Source: an optimization exercise on an open RTL-to-GDS flow (aim: small area). Production flows keep margins and buffers that such runs may drop. Only simulation tests tie the RTL to the original design; equivalence was not proved. No activity file was given, so power comes from the tool's default toggle rates. No driver is modelled on the clock port, so clocking that relies on it looks cheaper here than on a real chip.

==> flow/design.v (outline; a module is shown in full before it is edited, if it fits) <==
// module fa: 4 lines
// module ha: 4 lines
// module ppb: 3 lines
// module mac0: 266 lines
// module mac: 298 lines
// module mack: 323 lines
// module mux: 7 lines
// module register: 8 lines
// module shift_reg: 17 lines
// module max_data: 19 lines
// module gt_cell: 3 lines
// module sel_cell: 3 lines
// module conv_final: 86 lines
// module max_pooling: 30 lines
// module cnn_layer1: 34 lines
module cnn_layer1 (
    input          clk,
    input          reset,
    input  [15:0]  pxl_in,
    input          i_data_valid,
    input  [143:0] i_kernel_data,
    output [15:0]  conv_out,
    output         conv_valid,
    output [15:0]  pool_out,
    output         pool_valid
);
  // ...
==> flow/flow/run.sh <==
#!/bin/bash
# Layout flow: the standard flow (standard.sh, unchanged synthesis), with
#  - the input and output port buffers made of the smallest buffer, and
#  - a clock tree without dummy loads, with sink clusters of up to 30
#    flip-flops within 120 um.
# make's output goes to standard.log here; ORFS keeps each step's log under
# orfs/logs.
set -euo pipefail
export BUFFER_PORTS_ARGS="-buffer_cell sky130_fd_sc_hd__buf_1"
export CTS_ARGS="-sink_clustering_enable -repair_clock_nets -dont_use_dummy_load -sink_clustering_size 30 -sink_clustering_max_diameter 120 -buf_list {sky130_fd_sc_hd__clkbuf_8 sky130_fd_sc_hd__clkbuf_16}"
bash standard.sh finish > standard.log 2>&1
==> flow/standard.sh <==
#!/bin/bash
# synth_recipe.tcl (not shown) runs the flow's synth.tcl, then flattens the netlist and writes it again
# the make line also repeats each setting of config.mk as NAME=value (left out here)
make -C /OpenROAD-flow-scripts/flow DESIGN_CONFIG=/design/flow/config.mk WORK_HOME=/design/flow/orfs CLKGATE_MAP_FILE= SYNTH_SCRIPT=/design/flow/synth_recipe.tcl "${@:-finish}"
==> flow/config.mk <==
export PLATFORM = sky130hd
export DESIGN_NAME = cnn_layer1
export DESIGN_NICKNAME = cnn_layer1
export VERILOG_FILES = /design/flow/design.v
export SDC_FILE = /design/flow/constraint.sdc
export NUM_CORES = 4
export LEC_CHECK = 0
export CAP_MARGIN = 20
export CELL_PAD_IN_SITES_DETAIL_PLACEMENT = 1
export CORE_MARGIN = 2
export CORE_UTILIZATION = 40
export GPL_TIMING_DRIVEN = 0
export SLEW_MARGIN = 20
export SYNTH_HIERARCHICAL = 1
==> flow/constraint.sdc <==
create_clock -name core_clock -period 8.0 [get_ports {clk}]
set_input_delay 1.6000 -clock core_clock [delete_from_list [all_inputs] [get_ports {clk}]]
set_output_delay 1.6000 -clock core_clock [all_outputs]
set_load 0.01 [all_outputs]
==> flow_summary_export.csv, run 1 <==
group,metric,value,unit
sta,max-slew-margin-rel,19.5,%
sta,final.setup_skew,65.3,ps
pwr,ir_worst_vdd,0.197,mV
detailed_routing,routedLengthMet1,52.0,mm
detailed_routing,wl_per_cell,26.2,um
pwr,p_comb,6510,uW
outcome,outcome,"finished clean",
cells_and_area,n_antenna_cell,17,
cts,cts_hold_buffers,0,
sta,fmaxAchievable,128,MHz
cts,ctsResizeCount,0,
cells_and_area,largest_class,"sequential cells",
floorplanning,die_w,351,um
worst_setup_path,path_class,"primary input to flop",
placement,port_buffers,196,
pwr,p_sw,6270,uW
global_routing,grt-ovfl-total,0,
sta,hold_viol,0,
cells_and_area,fin_area,0.0524,mm^2
cells_and_area,syn2layout_area_growth,8.75,%
global_routing,gr-usage-met1,28.5,%
global_routing,grt_pass1_vias,31800,
floorplanning,fp-row-count,127,
detailed_routing,ant_nets,0,
worst_setup_path,cp-end-kind,"flop",
global_routing,grt_pass1_wl,203,mm
cts,clockBufferDepth,3,
hold_path,holdCritPathClass,"flop to flop",
worst_setup_path,crit_start,"i_kernel_data[33]",
worst_setup_path,path_depth,21,
placement,postPlaceCellArea,0.0511,mm^2
worst_setup_path,critical-path-top-delay-family,"adder cells",
sta,layout_setup_ws,212,ps
worst_setup_path,cp.required,8460,ps
cells_and_area,layout_commonest_cell,"dfxtp_1",
worst_setup_path,worst_path_largest_cell_delay,820,ps
sta,worstMarginPinSlew,1200,ps
floorplanning,initial_utilization,40.3,%
floorplanning,core_area,0.120,mm^2
==> run 2, diff against run 1 <==
==> flow/flow/run.sh (replaced) <==
#!/bin/bash
# Layout flow: the standard flow (standard.sh, unchanged synthesis), with
#  - the input and output port buffers made of the smallest buffer, and
#  - a clock tree without dummy loads, with larger sink clusters.
# make's output goes to standard.log here; ORFS keeps each step's log under
# orfs/logs.
set -euo pipefail
export BUFFER_PORTS_ARGS="-buffer_cell sky130_fd_sc_hd__buf_1"
export CTS_ARGS="-sink_clustering_enable -repair_clock_nets -dont_use_dummy_load -sink_clustering_size 35 -sink_clustering_max_diameter 90 -buf_list {sky130_fd_sc_hd__clkbuf_8 sky130_fd_sc_hd__clkbuf_16}"
bash standard.sh finish > standard.log 2>&1
--- a/flow/config.mk
+++ b/flow/config.mk
@@ -11,3 +11,3 @@
 export CORE_UTILIZATION = 40
-export GPL_TIMING_DRIVEN = 0
+export PLACE_DENSITY = 0.5
 export SLEW_MARGIN = 20
==> run 2 against run 1 <==
Total power down 0.35%. Non-clock buffer count up 100. Largest cell class unchanged. Final cell count up 1.9%.
==> flow_summary_export.csv, run 2 <==
group,metric,value,unit
placement,place_ws,96.3,ps
sta,setup_tns,0,ps
placement,place_hpwl,103,mm
cts,htreeDepth,2,
cells_and_area,syn2layout_area_growth,10.1,%
run,cap_violations,0,
pwr,comb_power_share,32.9,%
detailed_routing,drt_first_iter_violations,6484,
pwr,p_int,13500,uW
sta,fmaxAchievable,137,MHz
floorplanning,core_area,0.120,mm^2
floorplanning,die-area,0.123,mm^2
cts,cts_hold_buffers,0,
floorplanning,io-pin-count,197,
sta,setup_violations,0,
synth,synth_warnings,13,
worst_setup_path,cp-end-kind,"flop",
placement,routabilityCongestion,0.910,
cts,path_clk_slew,120,ps
sta,final.setup_skew,83.8,ps
worst_setup_path,worstPathArrival,7800,ps
sta,rsz0062_at_grt,"false",
cts,cts_tree,"yes",
cells_and_area,fin_nets,4406,
worst_setup_path,crit_slowest_cell,"nor2b_1",
floorplanning,fp-row-count,127,
pwr,p_sw,6170,uW
worst_setup_path,start_kind,"primary input",
worst_setup_path,path_class,"primary input to flop",
cells_and_area,drive_above_1_share,8.80,%
sta,min_period,7300,ps
sta,worstMarginPinSlew,963,ps
global_routing,grt_pass1_vias,30500,
global_routing,grt_max_degree,36,
sta,layout_setup_ws,699,ps
cts,numClockSinks,1257,
worst_setup_path,crit_path_frequent_cell,"fa_1",
cells_and_area,layout_commonest_cell,"dfxtp_1",
worst_setup_path,cp_max_fo,13,
cts,clock_latency,680,ps
pwr,power_frac_clock,14.9,%
pwr,p_per_area,370,mW/mm^2
worst_setup_path,worst_path_largest_cell_delay,800,ps
sta,period_share,91.3,%
floorplanning,die_w,351,um
cts,clockBufferDepth,3,
outcome,outcome,"finished clean",
detailed_routing,drt-total-wl,139,mm
sta,hold_viol,0,
global_routing,grt-ovfl-total,0,
pwr,p_sw_share,31.4,%
synth,synth.net_count,4051,
cts,clockRootBuffer,"clkbuf_16",
detailed_routing,drcViolationCount,0,
global_routing,grt_pass1_wl,206,mm
worst_setup_path,critical-path-top-delay-family,"adder cells",
sta,max-slew-margin-rel,35.7,%
sta,slew_violations,0,
global_routing,antenna_found_initial,38,
synth,synth_area,0.0482,mm^2
worst_setup_path,cp.required,8500,ps
pwr,ir_worst_vdd,0.200,mV
detailed_routing,viasPerCell,5.77,
cts,cts_buffers,51,
pwr,leakagePower,0.0185,uW
global_routing,grtUsageTotal,22.4,%
floorplanning,dieHeight,351,um
detailed_routing,drtPass1Iterations,17,
synth,postSynthAreaPerCell,14.6,um^2
cts,ctsResizeCount,0,
detailed_routing,ant_nets,0,
cells_and_area,layout_common_cells,"dfxtp_1 (1254), a222oi_1 (576), fa_1 (490), buf_1 (196), nor2b_1 (147)",
cts,cts_setup_buffers,0,
worst_setup_path,cp_cell_sequence,"buf_1, nor2b_1, a222oi_1, fa_1, fa_1, ha_1, fa_1, ha_1, fa_1, ha_1, fa_1, ha_1, fa_1, ha_1, fa_1, ha_1, xnor2_1, xnor2_1, xnor3_1, xnor2_1",
placement,port_buffers,196,
hold_path,holdCritPathClass,"flop to flop",
floorplanning,initial_utilization,40.3,%
detailed_routing,wl_per_cell,26.4,um
cells_and_area,reg.largest.list,"C1.row_1.sr x400, C1.row_2.sr x400, MP1.Q.sr x224",
worst_setup_path,crit_buf_inv,1,
detailed_routing,num_vias,30400,
pwr,power_frac_seq,52.3,%
synth,synthCells,3293,
run 2: per-stage QoR:
stage / std cells / utilization [%] / power [uW] / hold slack, ps / area (um^2)
CTS: 5258 / 44.3 / 19900 / 253 / 53000
detailed placement: 5207 / 43.2 / 16900 / 313 / 51700
global route: 5265 / 44.3 / 21000 / 251 / 53000
floorplan: 3293 / - / 14000 / 310 / 48200
finish: 5270 / 44.3 / 19600 / 249 / 53000
global placement: 5207 / 43.2 / 16800 / 310 / 51700
run 2: metal layers:
metal,global-route usage [%],vias up,part of all wire [%]
li1,-,13100,-
met1,31.9,15200,42
met2,34.0,1777,44
met3,5.39,252,11
met4,6.25,36,2.8
met5,0,-,0.16
run 2: power by group through the flow:
stage	sequential (uW)	combinational, uW	clock (uW)
CTS	10300	6520	3050
floorplan	9980	3980	0
global route	10600	7140	3270
finish	10300	6460	2920
global placement	10400	6410	0
detailed placement	10500	6390	0
run 2: final cells by class:
class / count / area, um^2
fill: 12100 / 66600
sequential: 1257 / 25200
multi-input combinational: 1907 / 22400
tap: 1612 / 2020
timing repair buffer: 323 / 1690
clock buffer: 51 / 1280
inverter: 108 / 405
antenna: 12 / 30.0
run 2: path summary, 6_finish.rpt:
kind | startpoint | end | depth (start not counted) | slack (ps)
setup / recovery | i_kernel_data[67] | C1.r_11.out[15] | 20 | 700
hold / removal | C1.row_2.sr[7][3] | C1.row_2.sr[8][3] | 0 | 250
setup reg to reg | C1.sel_r | C1.r_22.out[15] | 20 | 900
hold reg to reg | C1.row_2.sr[7][3] | C1.row_2.sr[8][3] | 0 | 250
==> module max_data, before the edit <==
module max_data (
    input  [15:0] A,
    input  [15:0] B,
    output [15:0] Y
);
wire [16:0] c;
assign c[0] = 1'b0;
genvar i;
generate
    for (i = 0; i < 16; i = i + 1) begin : g
        if (i == 0) begin : g0
            assign c[1] = A[0] & ~B[0];
        end else begin : gi
            gt_cell G (.a(A[i]), .b(B[i]), .ci(c[i]), .co(c[i+1]));
        end
        sel_cell S (.s(c[16]), .a(A[i]), .b(B[i]), .y(Y[i]));
    end
endgenerate
endmodule
==> module max_pooling, before the edit <==
module max_pooling #(
    parameter M = 28
) (
    input             clk,
    input             reset,
    input      [15:0] pixel_in,
    input             i_data_valid,
    input             i_col_odd,
    input             i_row_odd,
    output reg [15:0] o_max_pooled_pixel,
    output reg        o_data_valid
);
    reg  [15:0] prev;         
    reg  [7:0]  lo;           
    reg         found;        
    wire [15:0] pair, above, best;
    wire [7:0]  q_in, q_out;
    max_data M1 (.A(pixel_in), .B(prev), .Y(pair));
    assign above = {q_out, lo};
    max_data M2 (.A(o_max_pooled_pixel), .B(above), .Y(best));
    assign q_in = i_col_odd ? pair[7:0] : o_max_pooled_pixel[15:8];
    shift_reg #(.D(M), .W(8)) Q (.clk(clk), .data_in(q_in), .data_out(q_out));
    always @(posedge clk) begin
        prev <= pixel_in;
        lo   <= q_out;
        o_max_pooled_pixel <= i_col_odd ? pair : best;
        found        <= ~reset & i_data_valid & i_col_odd & i_row_odd;
        o_data_valid <= ~reset & found;
    end
endmodule
==> run 3, diff against run 2 <==
--- a/flow/design.v
+++ b/flow/design.v
@@ -938,3 +938,3 @@
     input  [15:0] B,
-    output [15:0] Y
+    output        gt
 );
@@ -950,5 +950,5 @@
         end
-        sel_cell S (.s(c[16]), .a(A[i]), .b(B[i]), .y(Y[i]));
     end
 endgenerate
+assign gt = c[16];
 endmodule
@@ -957,5 +957,2 @@
 endmodule
-module sel_cell (input s, input a, input b, output y);
-    assign y = s ? a : b;
-endmodule
 `timescale 1ns / 1ps
@@ -1063,8 +1060,14 @@
     reg         found;        
-    wire [15:0] pair, above, best;
+    wire [15:0] above = {q_out, lo};
     wire [7:0]  q_in, q_out;
-    max_data M1 (.A(pixel_in), .B(prev), .Y(pair));
-    assign above = {q_out, lo};
-    max_data M2 (.A(o_max_pooled_pixel), .B(above), .Y(best));
-    assign q_in = i_col_odd ? pair[7:0] : o_max_pooled_pixel[15:8];
+    wire        new_gt, above_gt;
+    max_data C1 (.A(pixel_in), .B(prev), .gt(new_gt));
+    max_data C2 (.A(above), .B(o_max_pooled_pixel), .gt(above_gt));
+    wire take_new   = i_col_odd & new_gt;
+    wire take_prev  = i_col_odd & ~new_gt;
+    wire take_above = ~i_col_odd & above_gt;
+    wire keep       = ~i_col_odd & ~above_gt;
+    assign q_in = ({8{take_new}}  & pixel_in[7:0])
+                | ({8{take_prev}} & prev[7:0])
+                | ({8{~i_col_odd}} & o_max_pooled_pixel[15:8]);
     shift_reg #(.D(M), .W(8)) Q (.clk(clk), .data_in(q_in), .data_out(q_out));
@@ -1073,3 +1076,6 @@
         lo   <= q_out;
-        o_max_pooled_pixel <= i_col_odd ? pair : best;
+        o_max_pooled_pixel <= ({16{take_new}}   & pixel_in)
+                            | ({16{take_prev}}  & prev)
+                            | ({16{take_above}} & above)
+                            | ({16{keep}}       & o_max_pooled_pixel);
         found        <= ~reset & i_data_valid & i_col_odd & i_row_odd;
--- a/flow/flow/run.sh
+++ b/flow/flow/run.sh
@@ -3,3 +3,4 @@
 #  - the input and output port buffers made of the smallest buffer, and
-#  - a clock tree without dummy loads, with larger sink clusters.
+#  - a clock tree without dummy loads, with sink clusters of up to 35
+#    flip-flops within 90 um.
 # make's output goes to standard.log here; ORFS keeps each step's log under
--- a/flow/config.mk
+++ b/flow/config.mk
@@ -11,3 +11,3 @@
 export CORE_UTILIZATION = 40
-export PLACE_DENSITY = 0.5
+export GPL_TIMING_DRIVEN = 0
 export SLEW_MARGIN = 20
==> run 3 against run 2 <==
Fmax decreased by 7.0%. Die area is 0.46% lower. Flip-flop and latch count is the same. Wire length decreased by 1.9%. Combinational power grew 0.9%. First-iteration DRC count up 9.5%. Core utilization down 0.69 points. Worst setup slack worse by 550 ps. Area after synthesis is 0.46% lower.
==> flow_summary_export.csv, run 3 <==
group,metric,value,unit
outcome,outcome,"finished clean",
detailed_routing,viasPerCell,5.96,
detailed_routing,drt_first_iter_violations,7101,
worst_setup_path,cp.required,8520,ps
sta,max-slew-margin-rel,10.8,%
floorplanning,core_area,0.119,mm^2
placement,port_buffers,196,
floorplanning,io-pin-count,197,
pwr,comb_power_share,33.2,%
run,cap_violations,0,
synth,synthCells,3307,
cells_and_area,layout_commonest_cell,"dfxtp_1",
synth,postSynthAreaPerCell,14.5,um^2
cts,ctsResizeCount,0,
cells_and_area,reg.largest.list,"C1.row_1.sr x400, C1.row_2.sr x400, MP1.Q.sr x224",
detailed_routing,drcViolationCount,0,
global_routing,grt_pass1_vias,31900,
placement,routabilityCongestion,0.930,
sta,final.setup_skew,79.3,ps
worst_setup_path,cp_max_fo,15,
global_routing,grtUsageTotal,21.9,%
global_routing,grt-ovfl-total,0,
floorplanning,initial_utilization,40.2,%
cells_and_area,fin_nets,4314,
sta,min_period,7850,ps
global_routing,antenna_found_initial,55,
pwr,power.total,19600,uW
cts,clock_latency,660,ps
floorplanning,die_w,350,um
detailed_routing,num_vias,30900,
sta,slew_violations,0,
pwr,power_frac_clock,13.9,%
cells_and_area,drive_above_1_share,5.01,%
placement,dp.cells,5121,
detailed_routing,wl_per_cell,26.3,um
cells_and_area,register_area,0.0252,mm^2
detailed_routing,drt-total-wl,136,mm
cts,cts_tree,"yes",
detailed_routing,ant_nets,0,
worst_setup_path,r2r-start,"C1.x[0]",
cts,cts_hold_buffers,0,
cts,numClockSinks,1257,
sta,setup_violations,0,
pwr,ir_worst_vdd,0.222,mV
sta,hold_viol,0,
sta,period_share,98.2,%
cts,path_clk_slew,120,ps
hold_path,holdCritPathClass,"flop to flop",
worst_setup_path,r2r_end,"C1.r_10.out[15]",
cts,clockBufferDepth,3,
cts,htreeDepth,2,
pwr,p_sw_share,32.4,%
global_routing,grt_max_degree,46,
floorplanning,die-area,0.123,mm^2
worst_setup_path,r2r_slack,200,ps
worst_setup_path,worstPathArrival,8380,ps
synth,synth.net_count,4065,
hold_path,min_path_cells,0,
cts,cts_buffers,45,
cells_and_area,fillerInstances,12200,
hold_path,hold_end,"C1.row_2.sr[19][2]",
sta,setup_tns,0,ps
sta,fin_hold_ws,269,ps
worst_setup_path,start_kind,"primary input",
floorplanning,fp-row-count,127,
pwr,p_int,13300,uW
sta,rsz0062_at_grt,"false",
cells_and_area,syn2layout_area_growth,8.60,%
cells_and_area,final_cells,5183,
floorplanning,dieHeight,350,um
pwr,p_sw,6350,uW
sta,worstMarginPinSlew,1340,ps
synth,synth_area,0.0479,mm^2
worst_setup_path,path_class,"primary input to flop",
cts,clockRootBuffer,"clkbuf_16",
global_routing,grt_pass1_wl,202,mm
pwr,power_frac_seq,52.9,%
worst_setup_path,reg2reg_depth,22,
pwr,p_per_area,377,mW/mm^2
pwr,leakagePower,0.0178,uW
placement,place_hpwl,97.3,mm
sta,fmaxAchievable,127,MHz
detailed_routing,drtPass1Iterations,17,
cts,cts_setup_buffers,0,
hold_path,worstHoldStart,"C1.row_2.sr[18][2]",
cells_and_area,multi_input_area,0.0222,mm^2
cells_and_area,layout_common_cells,"dfxtp_1 (1242), a222oi_1 (576), fa_1 (490), buf_1 (196), nor2b_1 (135)",
worst_setup_path,cp-end-kind,"flop",
synth,synth_warnings,13,
==> run 3: cell count changes in the layout (fill, tap and decap cells not counted), sizes merged, moves of 5 or more <==
| cell | previous run | this run |
|---|---|---|
| buf | 323 | 215 |
| a21oi | 18 | 26 |
| clkbuf | 51 | 59 |
| mux2 | 56 | 0 |
| mux2i | 2 | 51 |
| diode | 12 | 17 |
| nor2 | 17 | 25 |
==> run 3: how the worst max path moves through the flow <==
stage | start | endpoint | slack, ps | cells after the start
floorplan | i_kernel_data[128] | C1.r_22.out[15] | 610 | 22
global placement | i_kernel_data[16] | C1.r_01.out[15] | -490 | 21
detailed placement | i_kernel_data[16] | C1.r_01.out[15] | -530 | 21
CTS | i_kernel_data[16] | C1.r_01.out[15] | 120 | 21
global route | i_kernel_data[64] | C1.r_11.out[15] | 20 | 21
finish | i_kernel_data[64] | C1.r_11.out[15] | 150 | 21
==> run 3: cell type report <==
class	instances	area share (%)
Sequential cell	1257	48.4
Multi-Input combinational cell	1916	42.7
Tap cell	1612	3.87
Clock buffer	45	2.16
Timing Repair Buffer	202	1.70
Inverter	107	0.771
Buffer	27	0.351
Antenna cell	17	0.0817
==> run 3: through the flow <==
step / util [%] / setup slack [ps] / area, um^2
global route: 43.6 / 17.1 / 52000
CTS: 43.6 / 118 / 52000
detailed placement: 42.6 / -529 / 50900
global placement: 42.5 / -488 / 50700
finish: 43.6 / 146 / 52100
floorplan: - / 614 / 47900
==> run 3: power by group through the flow <==
stage / Combinational, uW / Clock, uW / Sequential, uW
finish: 6520 / 2730 / 10400
global route: 7070 / 3060 / 10700
CTS: 6500 / 2850 / 10400
detailed placement: 6350 / 0 / 10600
global placement: 6280 / 0 / 10400
floorplan: 3850 / 0 / 10000
==> run 3: worst max-delay path: stages <==
cell	delay, ps
buf_1	170
nor2b_1	950
a222oi_1	340
fa_1	550
ha_1	230
fa_1	370
ha_1	200
fa_1	370
ha_1	200
fa_1	380
ha_1	210
fa_1	360
ha_1	210
fa_1	400
ha_1	210
fa_1	370
ha_1	220
xnor2_1	150
xnor2_1	240
xnor3_1	370
xnor2_1	270
==> run 3: layer usage <==
layer | track usage, % | vias to the layer above | part of all wire [%]
li1 | - | 13000 | -
met1 | 28.8 | 15500 | 39
met2 | 34.4 | 2070 | 45
met3 | 7.39 | 328 | 13
met4 | 5.92 | 46 | 2.8
met5 | 0 | - | 0.24
==> module mack, before the edit <==
module mack (input [15:0] x, input [15:0] x3, input [15:0] w, input [15:0] acc, output [15:0] out);
    wire s1_0 = w[0] & ~w[1];
    wire s2_0 = ~w[0] & w[1];
    wire s3_0 = w[0] & w[1];
    wire s1_1 = w[2] & ~w[3];
    wire s2_1 = ~w[2] & w[3];
    wire s3_1 = w[2] & w[3];
    wire s1_2 = w[4] & ~w[5];
    wire s2_2 = ~w[4] & w[5];
    wire s3_2 = w[4] & w[5];
    wire s1_3 = w[6] & ~w[7];
    wire s2_3 = ~w[6] & w[7];
    wire s3_3 = w[6] & w[7];
    wire s1_4 = w[8] & ~w[9];
    wire s2_4 = ~w[8] & w[9];
    wire s3_4 = w[8] & w[9];
    wire s1_5 = w[10] & ~w[11];
    wire s2_5 = ~w[10] & w[11];
    wire s3_5 = w[10] & w[11];
    wire s1_6 = w[12] & ~w[13];
    wire s2_6 = ~w[12] & w[13];
    wire s3_6 = w[12] & w[13];
    wire s1_7 = w[14] & ~w[15];
    wire s2_7 = ~w[14] & w[15];
    wire s3_7 = w[14] & w[15];
    wire p0_0 = ~((w[0] & x[0]));
    wire p0_1;
    ppb up0_1 (.s1(s1_0), .a(x[1]), .s2(s2_0), .b(x[0]), .s3(s3_0), .c(x3[1]), .y(p0_1));
    wire p0_2;
    ppb up0_2 (.s1(s1_0), .a(x[2]), .s2(s2_0), .b(x[1]), .s3(s3_0), .c(x3[2]), .y(p0_2));
    wire p0_3;
    ppb up0_3 (.s1(s1_0), .a(x[3]), .s2(s2_0), .b(x[2]), .s3(s3_0), .c(x3[3]), .y(p0_3));
    wire p0_4;
    ppb up0_4 (.s1(s1_0), .a(x[4]), .s2(s2_0), .b(x[3]), .s3(s3_0), .c(x3[4]), .y(p0_4));
    wire p0_5;
    ppb up0_5 (.s1(s1_0), .a(x[5]), .s2(s2_0), .b(x[4]), .s3(s3_0), .c(x3[5]), .y(p0_5));
    wire p0_6;
    ppb up0_6 (.s1(s1_0), .a(x[6]), .s2(s2_0), .b(x[5]), .s3(s3_0), .c(x3[6]), .y(p0_6));
    wire p0_7;
    ppb up0_7 (.s1(s1_0), .a(x[7]), .s2(s2_0), .b(x[6]), .s3(s3_0), .c(x3[7]), .y(p0_7));
    wire p0_8;
    ppb up0_8 (.s1(s1_0), .a(x[8]), .s2(s2_0), .b(x[7]), .s3(s3_0), .c(x3[8]), .y(p0_8));
    wire p0_9;
    ppb up0_9 (.s1(s1_0), .a(x[9]), .s2(s2_0), .b(x[8]), .s3(s3_0), .c(x3[9]), .y(p0_9));
    wire p0_10;
    ppb up0_10 (.s1(s1_0), .a(x[10]), .s2(s2_0), .b(x[9]), .s3(s3_0), .c(x3[10]), .y(p0_10));
    wire p0_11;
    ppb up0_11 (.s1(s1_0), .a(x[11]), .s2(s2_0), .b(x[10]), .s3(s3_0), .c(x3[11]), .y(p0_11));
    wire p0_12;
    ppb up0_12 (.s1(s1_0), .a(x[12]), .s2(s2_0), .b(x[11]), .s3(s3_0), .c(x3[12]), .y(p0_12));
    wire p0_13;
    ppb up0_13 (.s1(s1_0), .a(x[13]), .s2(s2_0), .b(x[12]), .s3(s3_0), .c(x3[13]), .y(p0_13));
    wire p0_14;
    ppb up0_14 (.s1(s1_0), .a(x[14]), .s2(s2_0), .b(x[13]), .s3(s3_0), .c(x3[14]), .y(p0_14));
    wire p0_15;
    ppb up0_15 (.s1(s1_0), .a(x[15]), .s2(s2_0), .b(x[14]), .s3(s3_0), .c(x3[15]), .y(p0_15));
    wire p1_2 = ~((w[2] & x[0]));
    wire p1_3;
    ppb up1_3 (.s1(s1_1), .a(x[1]), .s2(s2_1), .b(x[0]), .s3(s3_1), .c(x3[1]), .y(p1_3));
    wire p1_4;
    ppb up1_4 (.s1(s1_1), .a(x[2]), .s2(s2_1), .b(x[1]), .s3(s3_1), .c(x3[2]), .y(p1_4));
    wire p1_5;
    ppb up1_5 (.s1(s1_1), .a(x[3]), .s2(s2_1), .b(x[2]), .s3(s3_1), .c(x3[3]), .y(p1_5));
    wire p1_6;
    ppb up1_6 (.s1(s1_1), .a(x[4]), .s2(s2_1), .b(x[3]), .s3(s3_1), .c(x3[4]), .y(p1_6));
    wire p1_7;
    ppb up1_7 (.s1(s1_1), .a(x[5]), .s2(s2_1), .b(x[4]), .s3(s3_1), .c(x3[5]), .y(p1_7));
    wire p1_8;
    ppb up1_8 (.s1(s1_1), .a(x[6]), .s2(s2_1), .b(x[5]), .s3(s3_1), .c(x3[6]), .y(p1_8));
    wire p1_9;
    ppb up1_9 (.s1(s1_1), .a(x[7]), .s2(s2_1), .b(x[6]), .s3(s3_1), .c(x3[7]), .y(p1_9));
    wire p1_10;
    ppb up1_10 (.s1(s1_1), .a(x[8]), .s2(s2_1), .b(x[7]), .s3(s3_1), .c(x3[8]), .y(p1_10));
    wire p1_11;
    ppb up1_11 (.s1(s1_1), .a(x[9]), .s2(s2_1), .b(x[8]), .s3(s3_1), .c(x3[9]), .y(p1_11));
    wire p1_12;
    ppb up1_12 (.s1(s1_1), .a(x[10]), .s2(s2_1), .b(x[9]), .s3(s3_1), .c(x3[10]), .y(p1_12));
    wire p1_13;
    ppb up1_13 (.s1(s1_1), .a(x[11]), .s2(s2_1), .b(x[10]), .s3(s3_1), .c(x3[11]), .y(p1_13));
    wire p1_14;
    ppb up1_14 (.s1(s1_1), .a(x[12]), .s2(s2_1), .b(x[11]), .s3(s3_1), .c(x3[12]), .y(p1_14));
    wire p1_15;
    ppb up1_15 (.s1(s1_1), .a(x[13]), .s2(s2_1), .b(x[12]), .s3(s3_1), .c(x3[13]), .y(p1_15));
    wire p2_4 = ~((w[4] & x[0]));
    wire p2_5;
    ppb up2_5 (.s1(s1_2), .a(x[1]), .s2(s2_2), .b(x[0]), .s3(s3_2), .c(x3[1]), .y(p2_5));
    wire p2_6;
    ppb up2_6 (.s1(s1_2), .a(x[2]), .s2(s2_2), .b(x[1]), .s3(s3_2), .c(x3[2]), .y(p2_6));
    wire p2_7;
    ppb up2_7 (.s1(s1_2), .a(x[3]), .s2(s2_2), .b(x[2]), .s3(s3_2), .c(x3[3]), .y(p2_7));
    wire p2_8;
    ppb up2_8 (.s1(s1_2), .a(x[4]), .s2(s2_2), .b(x[3]), .s3(s3_2), .c(x3[4]), .y(p2_8));
    wire p2_9;
    ppb up2_9 (.s1(s1_2), .a(x[5]), .s2(s2_2), .b(x[4]), .s3(s3_2), .c(x3[5]), .y(p2_9));
    wire p2_10;
    ppb up2_10 (.s1(s1_2), .a(x[6]), .s2(s2_2), .b(x[5]), .s3(s3_2), .c(x3[6]), .y(p2_10));
    wire p2_11;
    ppb up2_11 (.s1(s1_2), .a(x[7]), .s2(s2_2), .b(x[6]), .s3(s3_2), .c(x3[7]), .y(p2_11));
    wire p2_12;
    ppb up2_12 (.s1(s1_2), .a(x[8]), .s2(s2_2), .b(x[7]), .s3(s3_2), .c(x3[8]), .y(p2_12));
    wire p2_13;
    ppb up2_13 (.s1(s1_2), .a(x[9]), .s2(s2_2), .b(x[8]), .s3(s3_2), .c(x3[9]), .y(p2_13));
    wire p2_14;
    ppb up2_14 (.s1(s1_2), .a(x[10]), .s2(s2_2), .b(x[9]), .s3(s3_2), .c(x3[10]), .y(p2_14));
    wire p2_15;
    ppb up2_15 (.s1(s1_2), .a(x[11]), .s2(s2_2), .b(x[10]), .s3(s3_2), .c(x3[11]), .y(p2_15));
    wire p3_6 = ~((w[6] & x[0]));
    wire p3_7;
    ppb up3_7 (.s1(s1_3), .a(x[1]), .s2(s2_3), .b(x[0]), .s3(s3_3), .c(x3[1]), .y(p3_7));
    wire p3_8;
    ppb up3_8 (.s1(s1_3), .a(x[2]), .s2(s2_3), .b(x[1]), .s3(s3_3), .c(x3[2]), .y(p3_8));
    wire p3_9;
    ppb up3_9 (.s1(s1_3), .a(x[3]), .s2(s2_3), .b(x[2]), .s3(s3_3), .c(x3[3]), .y(p3_9));
    wire p3_10;
    ppb up3_10 (.s1(s1_3), .a(x[4]), .s2(s2_3), .b(x[3]), .s3(s3_3), .c(x3[4]), .y(p3_10));
    wire p3_11;
    ppb up3_11 (.s1(s1_3), .a(x[5]), .s2(s2_3), .b(x[4]), .s3(s3_3), .c(x3[5]), .y(p3_11));
    wire p3_12;
    ppb up3_12 (.s1(s1_3), .a(x[6]), .s2(s2_3), .b(x[5]), .s3(s3_3), .c(x3[6]), .y(p3_12));
    wire p3_13;
    ppb up3_13 (.s1(s1_3), .a(x[7]), .s2(s2_3), .b(x[6]), .s3(s3_3), .c(x3[7]), .y(p3_13));
    wire p3_14;
    ppb up3_14 (.s1(s1_3), .a(x[8]), .s2(s2_3), .b(x[7]), .s3(s3_3), .c(x3[8]), .y(p3_14));
    wire p3_15;
    ppb up3_15 (.s1(s1_3), .a(x[9]), .s2(s2_3), .b(x[8]), .s3(s3_3), .c(x3[9]), .y(p3_15));
    wire p4_8 = ~((w[8] & x[0]));
    wire p4_9;
    ppb up4_9 (.s1(s1_4), .a(x[1]), .s2(s2_4), .b(x[0]), .s3(s3_4), .c(x3[1]), .y(p4_9));
    wire p4_10;
    ppb up4_10 (.s1(s1_4), .a(x[2]), .s2(s2_4), .b(x[1]), .s3(s3_4), .c(x3[2]), .y(p4_10));
    wire p4_11;
    ppb up4_11 (.s1(s1_4), .a(x[3]), .s2(s2_4), .b(x[2]), .s3(s3_4), .c(x3[3]), .y(p4_11));
    wire p4_12;
    ppb up4_12 (.s1(s1_4), .a(x[4]), .s2(s2_4), .b(x[3]), .s3(s3_4), .c(x3[4]), .y(p4_12));
    wire p4_13;
    ppb up4_13 (.s1(s1_4), .a(x[5]), .s2(s2_4), .b(x[4]), .s3(s3_4), .c(x3[5]), .y(p4_13));
    wire p4_14;
    ppb up4_14 (.s1(s1_4), .a(x[6]), .s2(s2_4), .b(x[5]), .s3(s3_4), .c(x3[6]), .y(p4_14));
    wire p4_15;
    ppb up4_15 (.s1(s1_4), .a(x[7]), .s2(s2_4), .b(x[6]), .s3(s3_4), .c(x3[7]), .y(p4_15));
    wire p5_10 = ~((w[10] & x[0]));
    wire p5_11;
    ppb up5_11 (.s1(s1_5), .a(x[1]), .s2(s2_5), .b(x[0]), .s3(s3_5), .c(x3[1]), .y(p5_11));
    wire p5_12;
    ppb up5_12 (.s1(s1_5), .a(x[2]), .s2(s2_5), .b(x[1]), .s3(s3_5), .c(x3[2]), .y(p5_12));
    wire p5_13;
    ppb up5_13 (.s1(s1_5), .a(x[3]), .s2(s2_5), .b(x[2]), .s3(s3_5), .c(x3[3]), .y(p5_13));
    wire p5_14;
    ppb up5_14 (.s1(s1_5), .a(x[4]), .s2(s2_5), .b(x[3]), .s3(s3_5), .c(x3[4]), .y(p5_14));
    wire p5_15;
    ppb up5_15 (.s1(s1_5), .a(x[5]), .s2(s2_5), .b(x[4]), .s3(s3_5), .c(x3[5]), .y(p5_15));
    wire p6_12 = ~((w[12] & x[0]));
    wire p6_13;
    ppb up6_13 (.s1(s1_6), .a(x[1]), .s2(s2_6), .b(x[0]), .s3(s3_6), .c(x3[1]), .y(p6_13));
    wire p6_14;
    ppb up6_14 (.s1(s1_6), .a(x[2]), .s2(s2_6), .b(x[1]), .s3(s3_6), .c(x3[2]), .y(p6_14));
    wire p6_15;
    ppb up6_15 (.s1(s1_6), .a(x[3]), .s2(s2_6), .b(x[2]), .s3(s3_6), .c(x3[3]), .y(p6_15));
    wire p7_14 = ~((w[14] & x[0]));
    wire p7_15;
    ppb up7_15 (.s1(s1_7), .a(x[1]), .s2(s2_7), .b(x[0]), .s3(s3_7), .c(x3[1]), .y(p7_15));
    wire t2;
    ha ut1 (.a(acc[0]), .b(p0_0), .s(out[0]), .co(t2));
    wire t4;
    fa ut3 (.a(acc[1]), .b(p0_1), .c(t2), .s(out[1]), .co(t4));
    wire t5 = 1'b1 ^ acc[2] ^ p0_2;
    wire t6 = (1'b1 & acc[2]) | (1'b1 & p0_2) | (acc[2] & p0_2);
    wire t8;
    fa ut7 (.a(p1_2), .b(t5), .c(t4), .s(out[2]), .co(t8));
    wire t9 = 1'b1 ^ acc[3] ^ p0_3;
    wire t10 = (1'b1 & acc[3]) | (1'b1 & p0_3) | (acc[3] & p0_3);
    wire t11, t12;
    fa ut11 (.a(p1_3), .b(t6), .c(t9), .s(t11), .co(t12));
    wire t14;
    ha ut13 (.a(t11), .b(t8), .s(out[3]), .co(t14));
    wire t15 = 1'b1 ^ acc[4] ^ p0_4;
    wire t16 = (1'b1 & acc[4]) | (1'b1 & p0_4) | (acc[4] & p0_4);
    wire t17, t18;
    fa ut17 (.a(p1_4), .b(p2_4), .c(t10), .s(t17), .co(t18));
    wire t19, t20;
    fa ut19 (.a(t15), .b(t17), .c(t12), .s(t19), .co(t20));
    wire t22;
    ha ut21 (.a(t14), .b(t19), .s(out[4]), .co(t22));
    wire t23 = 1'b1 ^ acc[5] ^ p0_5;
    wire t24 = (1'b1 & acc[5]) | (1'b1 & p0_5) | (acc[5] & p0_5);
    wire t25, t26;
    fa ut25 (.a(p1_5), .b(p2_5), .c(t16), .s(t25), .co(t26));
    wire t27, t28;
    fa ut27 (.a(t23), .b(t18), .c(t25), .s(t27), .co(t28));
    wire t30;
    fa ut29 (.a(t20), .b(t27), .c(t22), .s(out[5]), .co(t30));
    wire t31 = 1'b1 ^ acc[6] ^ p0_6;
    wire t32 = (1'b1 & acc[6]) | (1'b1 & p0_6) | (acc[6] & p0_6);
    wire t33, t34;
    fa ut33 (.a(p1_6), .b(p2_6), .c(p3_6), .s(t33), .co(t34));
    wire t35, t36;
    fa ut35 (.a(t24), .b(t31), .c(t33), .s(t35), .co(t36));
    wire t37, t38;
    fa ut37 (.a(t26), .b(t35), .c(t28), .s(t37), .co(t38));
    wire t40;
    ha ut39 (.a(t37), .b(t30), .s(out[6]), .co(t40));
    wire t41 = 1'b1 ^ acc[7] ^ p0_7;
    wire t42 = (1'b1 & acc[7]) | (1'b1 & p0_7) | (acc[7] & p0_7);
    wire t43, t44;
    fa ut43 (.a(p1_7), .b(p2_7), .c(p3_7), .s(t43), .co(t44));
    wire t45, t46;
    fa ut45 (.a(t32), .b(t34), .c(t41), .s(t45), .co(t46));
    wire t47, t48;
    fa ut47 (.a(t43), .b(t36), .c(t45), .s(t47), .co(t48));
    wire t50;
    fa ut49 (.a(t47), .b(t38), .c(t40), .s(out[7]), .co(t50));
    wire t51 = 1'b1 ^ acc[8] ^ p0_8;
    wire t52 = (1'b1 & acc[8]) | (1'b1 & p0_8) | (acc[8] & p0_8);
    wire t53, t54;
    fa ut53 (.a(p1_8), .b(p2_8), .c(p3_8), .s(t53), .co(t54));
    wire t55, t56;
    fa ut55 (.a(p4_8), .b(t42), .c(t44), .s(t55), .co(t56));
    wire t57, t58;
    fa ut57 (.a(t51), .b(t53), .c(t55), .s(t57), .co(t58));
    wire t59, t60;
    fa ut59 (.a(t46), .b(t48), .c(t57), .s(t59), .co(t60));
    wire t62;
    ha ut61 (.a(t59), .b(t50), .s(out[8]), .co(t62));
    wire t63 = 1'b1 ^ acc[9] ^ p0_9;
    wire t64 = (1'b1 & acc[9]) | (1'b1 & p0_9) | (acc[9] & p0_9);
    wire t65, t66;
    fa ut65 (.a(p1_9), .b(p2_9), .c(p3_9), .s(t65), .co(t66));
    wire t67, t68;
    fa ut67 (.a(p4_9), .b(t52), .c(t54), .s(t67), .co(t68));
    wire t69, t70;
    fa ut69 (.a(t63), .b(t65), .c(t56), .s(t69), .co(t70));
    wire t71, t72;
    fa ut71 (.a(t67), .b(t58), .c(t69), .s(t71), .co(t72));
    wire t74;
    fa ut73 (.a(t60), .b(t71), .c(t62), .s(out[9]), .co(t74));
    wire t75 = 1'b1 ^ acc[10] ^ p0_10;
    wire t76 = (1'b1 & acc[10]) | (1'b1 & p0_10) | (acc[10] & p0_10);
    wire t77, t78;
    fa ut77 (.a(p1_10), .b(p2_10), .c(p3_10), .s(t77), .co(t78));
    wire t79, t80;
    fa ut79 (.a(p4_10), .b(p5_10), .c(t64), .s(t79), .co(t80));
    wire t81, t82;
    fa ut81 (.a(t66), .b(t75), .c(t77), .s(t81), .co(t82));
    wire t83, t84;
    fa ut83 (.a(t68), .b(t79), .c(t81), .s(t83), .co(t84));
    wire t85, t86;
    fa ut85 (.a(t70), .b(t83), .c(t72), .s(t85), .co(t86));
    wire t88;
    ha ut87 (.a(t85), .b(t74), .s(out[10]), .co(t88));
    wire t89 = 1'b1 ^ acc[11] ^ p0_11;
    wire t90 = (1'b1 & acc[11]) | (1'b1 & p0_11) | (acc[11] & p0_11);
    wire t91, t92;
    fa ut91 (.a(p1_11), .b(p2_11), .c(p3_11), .s(t91), .co(t92));
    wire t93, t94;
    fa ut93 (.a(p4_11), .b(p5_11), .c(t76), .s(t93), .co(t94));
    wire t95, t96;
    fa ut95 (.a(t78), .b(t89), .c(t91), .s(t95), .co(t96));
    wire t97, t98;
    fa ut97 (.a(t80), .b(t93), .c(t82), .s(t97), .co(t98));
    wire t99, t100;
    fa ut99 (.a(t95), .b(t84), .c(t97), .s(t99), .co(t100));
    wire t102;
    fa ut101 (.a(t99), .b(t86), .c(t88), .s(out[11]), .co(t102));
    wire t103 = 1'b1 ^ acc[12] ^ p0_12;
    wire t104 = (1'b1 & acc[12]) | (1'b1 & p0_12) | (acc[12] & p0_12);
    wire t105, t106;
    fa ut105 (.a(p1_12), .b(p2_12), .c(p3_12), .s(t105), .co(t106));
    wire t107, t108;
    fa ut107 (.a(p4_12), .b(p5_12), .c(p6_12), .s(t107), .co(t108));
    wire t109, t110;
    fa ut109 (.a(t90), .b(t92), .c(t103), .s(t109), .co(t110));
    wire t111, t112;
    fa ut111 (.a(t105), .b(t107), .c(t94), .s(t111), .co(t112));
    wire t113, t114;
    fa ut113 (.a(t96), .b(t109), .c(t111), .s(t113), .co(t114));
    wire t115, t116;
    fa ut115 (.a(t98), .b(t100), .c(t113), .s(t115), .co(t116));
    wire t118;
    ha ut117 (.a(t115), .b(t102), .s(out[12]), .co(t118));
    wire t119 = 1'b1 ^ acc[13] ^ p0_13;
    wire t120 = (1'b1 & acc[13]) | (1'b1 & p0_13) | (acc[13] & p0_13);
    wire t121, t122;
    fa ut121 (.a(p1_13), .b(p2_13), .c(p3_13), .s(t121), .co(t122));
    wire t123, t124;
    fa ut123 (.a(p4_13), .b(p5_13), .c(p6_13), .s(t123), .co(t124));
    wire t125, t126;
    fa ut125 (.a(t104), .b(t106), .c(t108), .s(t125), .co(t126));
    wire t127, t128;
    fa ut127 (.a(t119), .b(t121), .c(t123), .s(t127), .co(t128));
    wire t129, t130;
    fa ut129 (.a(t125), .b(t110), .c(t127), .s(t129), .co(t130));
    wire t131, t132;
    fa ut131 (.a(t112), .b(t129), .c(t114), .s(t131), .co(t132));
    wire t134;
    fa ut133 (.a(t116), .b(t131), .c(t118), .s(out[13]), .co(t134));
    wire t135 = 1'b1 ^ acc[14] ^ p0_14;
    wire t136 = (1'b1 & acc[14]) | (1'b1 & p0_14) | (acc[14] & p0_14);
    wire t137, t138;
    fa ut137 (.a(p1_14), .b(p2_14), .c(p3_14), .s(t137), .co(t138));
    wire t139, t140;
    fa ut139 (.a(p4_14), .b(p5_14), .c(p6_14), .s(t139), .co(t140));
    wire t141, t142;
    fa ut141 (.a(p7_14), .b(t120), .c(t122), .s(t141), .co(t142));
    wire t143, t144;
    fa ut143 (.a(t124), .b(t135), .c(t137), .s(t143), .co(t144));
    wire t145, t146;
    fa ut145 (.a(t139), .b(t126), .c(t141), .s(t145), .co(t146));
    wire t147, t148;
    fa ut147 (.a(t128), .b(t143), .c(t130), .s(t147), .co(t148));
    wire t149, t150;
    fa ut149 (.a(t145), .b(t147), .c(t132), .s(t149), .co(t150));
    wire t152;
    ha ut151 (.a(t149), .b(t134), .s(out[14]), .co(t152));
    wire t153 = 1'b1 ^ acc[15] ^ p0_15;
    wire t154 = p1_15 ^ p2_15 ^ p3_15;
    wire t155 = p4_15 ^ p5_15 ^ p6_15;
    wire t156 = p7_15 ^ t136 ^ t138;
    wire t157 = t140 ^ t153 ^ t154;
    wire t158 = t155 ^ t142 ^ t156;
    wire t159 = t144 ^ t157 ^ t146;
    wire t160 = t158 ^ t148 ^ t159;
    assign out[15] = t160 ^ t150 ^ t152;
endmodule
==> run 4, diff against run 3 <==
--- a/flow/design.v
+++ b/flow/design.v
@@ -5,2 +5,8 @@
 endmodule
+module xnr (input a, input b, output y);
+    assign y = ~(a ^ b);
+endmodule
+module orr (input a, input b, output y);
+    assign y = a | b;
+endmodule
 module ha (input a, input b, output s, output co);
@@ -741,8 +747,10 @@
     fa ut3 (.a(acc[1]), .b(p0_1), .c(t2), .s(out[1]), .co(t4));
-    wire t5 = 1'b1 ^ acc[2] ^ p0_2;
-    wire t6 = (1'b1 & acc[2]) | (1'b1 & p0_2) | (acc[2] & p0_2);
+    wire t5, t6;
+    xnr ut5 (.a(acc[2]), .b(p0_2), .y(t5));
+    orr ut6 (.a(acc[2]), .b(p0_2), .y(t6));
     wire t8;
     fa ut7 (.a(p1_2), .b(t5), .c(t4), .s(out[2]), .co(t8));
-    wire t9 = 1'b1 ^ acc[3] ^ p0_3;
-    wire t10 = (1'b1 & acc[3]) | (1'b1 & p0_3) | (acc[3] & p0_3);
+    wire t9, t10;
+    xnr ut9 (.a(acc[3]), .b(p0_3), .y(t9));
+    orr ut10 (.a(acc[3]), .b(p0_3), .y(t10));
     wire t11, t12;
@@ -751,4 +759,5 @@
     ha ut13 (.a(t11), .b(t8), .s(out[3]), .co(t14));
-    wire t15 = 1'b1 ^ acc[4] ^ p0_4;
-    wire t16 = (1'b1 & acc[4]) | (1'b1 & p0_4) | (acc[4] & p0_4);
+    wire t15, t16;
+    xnr ut15 (.a(acc[4]), .b(p0_4), .y(t15));
+    orr ut16 (.a(acc[4]), .b(p0_4), .y(t16));
     wire t17, t18;
@@ -759,4 +768,5 @@
     ha ut21 (.a(t14), .b(t19), .s(out[4]), .co(t22));
-    wire t23 = 1'b1 ^ acc[5] ^ p0_5;
-    wire t24 = (1'b1 & acc[5]) | (1'b1 & p0_5) | (acc[5] & p0_5);
+    wire t23, t24;
+    xnr ut23 (.a(acc[5]), .b(p0_5), .y(t23));
+    orr ut24 (.a(acc[5]), .b(p0_5), .y(t24));
     wire t25, t26;
@@ -767,4 +777,5 @@
     fa ut29 (.a(t20), .b(t27), .c(t22), .s(out[5]), .co(t30));
-    wire t31 = 1'b1 ^ acc[6] ^ p0_6;
-    wire t32 = (1'b1 & acc[6]) | (1'b1 & p0_6) | (acc[6] & p0_6);
+    wire t31, t32;
+    xnr ut31 (.a(acc[6]), .b(p0_6), .y(t31));
+    orr ut32 (.a(acc[6]), .b(p0_6), .y(t32));
     wire t33, t34;
@@ -777,4 +788,5 @@
     ha ut39 (.a(t37), .b(t30), .s(out[6]), .co(t40));
-    wire t41 = 1'b1 ^ acc[7] ^ p0_7;
-    wire t42 = (1'b1 & acc[7]) | (1'b1 & p0_7) | (acc[7] & p0_7);
+    wire t41, t42;
+    xnr ut41 (.a(acc[7]), .b(p0_7), .y(t41));
+    orr ut42 (.a(acc[7]), .b(p0_7), .y(t42));
     wire t43, t44;
@@ -787,4 +799,5 @@
     fa ut49 (.a(t47), .b(t38), .c(t40), .s(out[7]), .co(t50));
-    wire t51 = 1'b1 ^ acc[8] ^ p0_8;
-    wire t52 = (1'b1 & acc[8]) | (1'b1 & p0_8) | (acc[8] & p0_8);
+    wire t51, t52;
+    xnr ut51 (.a(acc[8]), .b(p0_8), .y(t51));
+    orr ut52 (.a(acc[8]), .b(p0_8), .y(t52));
     wire t53, t54;
@@ -799,4 +812,5 @@
     ha ut61 (.a(t59), .b(t50), .s(out[8]), .co(t62));
-    wire t63 = 1'b1 ^ acc[9] ^ p0_9;
-    wire t64 = (1'b1 & acc[9]) | (1'b1 & p0_9) | (acc[9] & p0_9);
+    wire t63, t64;
+    xnr ut63 (.a(acc[9]), .b(p0_9), .y(t63));
+    orr ut64 (.a(acc[9]), .b(p0_9), .y(t64));
     wire t65, t66;
@@ -811,4 +825,5 @@
     fa ut73 (.a(t60), .b(t71), .c(t62), .s(out[9]), .co(t74));
-    wire t75 = 1'b1 ^ acc[10] ^ p0_10;
-    wire t76 = (1'b1 & acc[10]) | (1'b1 & p0_10) | (acc[10] & p0_10);
+    wire t75, t76;
+    xnr ut75 (.a(acc[10]), .b(p0_10), .y(t75));
+    orr ut76 (.a(acc[10]), .b(p0_10), .y(t76));
     wire t77, t78;
@@ -825,4 +840,5 @@
     ha ut87 (.a(t85), .b(t74), .s(out[10]), .co(t88));
-    wire t89 = 1'b1 ^ acc[11] ^ p0_11;
-    wire t90 = (1'b1 & acc[11]) | (1'b1 & p0_11) | (acc[11] & p0_11);
+    wire t89, t90;
+    xnr ut89 (.a(acc[11]), .b(p0_11), .y(t89));
+    orr ut90 (.a(acc[11]), .b(p0_11), .y(t90));
     wire t91, t92;
@@ -839,4 +855,5 @@
     fa ut101 (.a(t99), .b(t86), .c(t88), .s(out[11]), .co(t102));
-    wire t103 = 1'b1 ^ acc[12] ^ p0_12;
-    wire t104 = (1'b1 & acc[12]) | (1'b1 & p0_12) | (acc[12] & p0_12);
+    wire t103, t104;
+    xnr ut103 (.a(acc[12]), .b(p0_12), .y(t103));
+    orr ut104 (.a(acc[12]), .b(p0_12), .y(t104));
     wire t105, t106;
@@ -855,4 +872,5 @@
     ha ut117 (.a(t115), .b(t102), .s(out[12]), .co(t118));
-    wire t119 = 1'b1 ^ acc[13] ^ p0_13;
-    wire t120 = (1'b1 & acc[13]) | (1'b1 & p0_13) | (acc[13] & p0_13);
+    wire t119, t120;
+    xnr ut119 (.a(acc[13]), .b(p0_13), .y(t119));
+    orr ut120 (.a(acc[13]), .b(p0_13), .y(t120));
     wire t121, t122;
@@ -871,4 +889,5 @@
     fa ut133 (.a(t116), .b(t131), .c(t118), .s(out[13]), .co(t134));
-    wire t135 = 1'b1 ^ acc[14] ^ p0_14;
-    wire t136 = (1'b1 & acc[14]) | (1'b1 & p0_14) | (acc[14] & p0_14);
+    wire t135, t136;
+    xnr ut135 (.a(acc[14]), .b(p0_14), .y(t135));
+    orr ut136 (.a(acc[14]), .b(p0_14), .y(t136));
     wire t137, t138;
==> run 4 against run 3 <==
Still clean on timing, DRC and antenna. Sequential share of layout area grew 0.26 points. Global-route usage barely moved. Clock-buffer cell count unchanged. Area after synthesis decreased by 0.33%. Flip-flop and latch count stayed put. Clock skew grew 8.5 ps. Core utilization increased by 0.17 points. Hold slack better by 1.1 ps. Final cell count shrank 2.3%. First-iteration DRC count shrank 7.3%. Critical path type is now flop to flop. Critical endpoint is now C1.r_10.out[15].
==> flow_summary_export.csv, run 4 <==
group,metric,value,unit
cts,numClockSinks,1257,
cts,cts_setup_buffers,0,
cells_and_area,drive_above_1_share,5.15,%
sta,rsz0062_at_grt,"false",
detailed_routing,drcViolationCount,0,
floorplanning,fp-row-count,126,
global_routing,grt-ovfl-total,0,
worst_setup_path,start_kind,"flop",
worst_setup_path,worstPathArrival,8260,ps
synth,synth_warnings,13,
cts,path_clk_slew,120,ps
detailed_routing,drt_first_iter_violations,6582,
sta,fin_hold_ws,270,ps
detailed_routing,ant_nets,0,
pwr,p_per_area,376,mW/mm^2
run,cap_violations,0,
sta,fmaxAchievable,128,MHz
floorplanning,io-pin-count,197,
cts,cts_hold_buffers,0,
detailed_routing,wl_per_cell,26.8,um
cells_and_area,final_cells,5065,
placement,place_ws,-510,ps
synth,synthCells,3269,
global_routing,grt_pass1_vias,31300,
global_routing,grt_pass1_wl,202,mm
sta,setup_violations,0,
detailed_routing,viasPerCell,6.05,
floorplanning,die-area,0.122,mm^2
hold_path,holdCritPathClass,"flop to flop",
placement,dp.cells,5007,
placement,place_hpwl,96.9,mm
cts,ctsResizeCount,0,
sta,final.setup_skew,87.9,ps
worst_setup_path,cp-end-kind,"flop",
floorplanning,core_area,0.118,mm^2
floorplanning,initial_utilization,40.4,%
global_routing,grt_max_degree,46,
sta,worstMarginPinSlew,1280,ps
synth,synth.net_count,4014,
sta,setup_tns,0,ps
floorplanning,die_w,350,um
cells_and_area,fillerInstances,12000,
cells_and_area,reg.largest.list,"C1.row_1.sr x400, C1.row_2.sr x400, MP1.Q.sr x224",
sta,slew_violations,0,
sta,max-slew-margin-rel,14.7,%
worst_setup_path,cp.required,8440,ps
sta,hold_viol,0,
cells_and_area,fin_nets,4263,
cts,htreeDepth,2,
pwr,ir_worst_vdd,0.178,mV
worst_setup_path,cp_max_fo,29,
cts,clock_latency,650,ps
cts,clockRootBuffer,"clkbuf_16",
detailed_routing,drtPass1Iterations,12,
cells_and_area,layout_common_cells,"dfxtp_1 (1242), a222oi_1 (576), fa_1 (490), buf_1 (196), nor2b_1 (132)",
cells_and_area,layout_commonest_cell,"dfxtp_1",
pwr,leakagePower,0.0175,uW
synth,postSynthAreaPerCell,14.6,um^2
cts,cts_tree,"yes",
cts,clockBufferDepth,3,
detailed_routing,num_vias,30600,
floorplanning,dieHeight,350,um
placement,port_buffers,196,
cts,cts_buffers,45,
global_routing,antenna_found_initial,58,
outcome,outcome,"finished clean",
sta,min_period,7810,ps
global_routing,grtUsageTotal,21.9,%
detailed_routing,drt-total-wl,136,mm
cells_and_area,syn2layout_area_growth,8.38,%
worst_setup_path,path_class,"flop to flop",
sta,layout_setup_ws,187,ps
placement,routabilityCongestion,0.934,
sta,period_share,97.7,%
synth,synth_area,0.0478,mm^2
-- run 4: area by class of cell --
type	instances	area (um^2)	area share (%)
multi-input cells	1929	22300	43.0
flip-flops and latches	1257	25200	48.6
repair buffers	202	863	1.67
inverters	56	210	0.406
clock buffers	45	1130	2.17
plain buffers	27	183	0.353
diodes	13	32.5	0.0628
well taps	1536	1920	3.71
-- run 4: routing by layer --
metal	share of wire, %	GRT usage [%]
met5	0.20	0
met4	3.2	6.32
met3	13	7.99
met2	45	34.2
met1	38	28.6
-- run 4: path summary, 6_finish.rpt --
path / start / end / slack (ps) / cells after the start
worst max-delay path: C1.x[0] / C1.r_10.out[15] / 190 / 22
worst min register to register: C1.row_2.sr[17][7] / C1.row_2.sr[18][7] / 270 / 0
worst max register to register: C1.x[0] / C1.r_10.out[15] / 190 / 22
worst min-delay path: C1.row_2.sr[17][7] / C1.row_2.sr[18][7] / 270 / 0
-- run 4: worst max-delay path: stages (launching register included) --
cell	delay [ps]
dfxtp_2	920
and2_4	580
clkbuf_1	450
nand2_1	140
ha_1	210
fa_1	380
ha_1	210
fa_1	360
ha_1	210
fa_1	380
ha_1	220
fa_1	360
ha_1	200
fa_1	360
ha_1	220
fa_1	370
ha_1	210
fa_1	400
ha_1	210
xnor2_1	130
xnor2_1	300
xnor3_1	390
xnor2_1	340
-- run 4: stage by stage --
stage	total power (uW)	instance area, um^2	util, %
6_report	19500	51800	43.8
5_1_grt	20800	51800	43.8
4_1_cts	19700	51700	43.7
3_5_place_dp	16800	50600	42.8
3_3_place_gp	16600	50400	42.7
2_1_floorplan	13900	47800	-
-- run 4: power by group --
part | internal (uW) | total [uW] | switching, uW
clock network | 1020 | 2730 | 1710
logic | 2880 | 6360 | 3470
registers | 9350 | 10400 | 1070

re-timing with driven ports:
The flow's constraints put no driver on any port. The routed layouts listed below were extracted and timed again, unchanged, in two steps. Step 1: set_driving_cell puts a clkbuf_16 on clk and a buf_2 on each other input, an assumption about the parent block. Step 2 also shifts input and output timing later by t, the mid clock arrival at the registers, as if the neighbouring blocks saw the same clock. Slacks: ideal / step 1 / step 2; pairs: ideal / step 1.
run | shift t [ns] | setup slack, ns | worst setup path at the end | pins driven straight from the clock port
run 1 | 0.683 | 0.212 / 0.182 / -0.501 | input to register | 1
run 2 | 0.709 | 0.699 / 0.685 / -0.024 | input to register | 1
run 3 | 0.686 | 0.146 / 0.069 / -0.617 | input to register | 1
run 4 | 0.683 | 0.187 / 0.187 / -0.444 | input to register | 1
With both steps, setup timing fails in every run listed, where it was met with ideal ports. The setup slack of run 3, which loses most, moves by -0.077 ns with the drivers and by -0.763 ns with both steps.
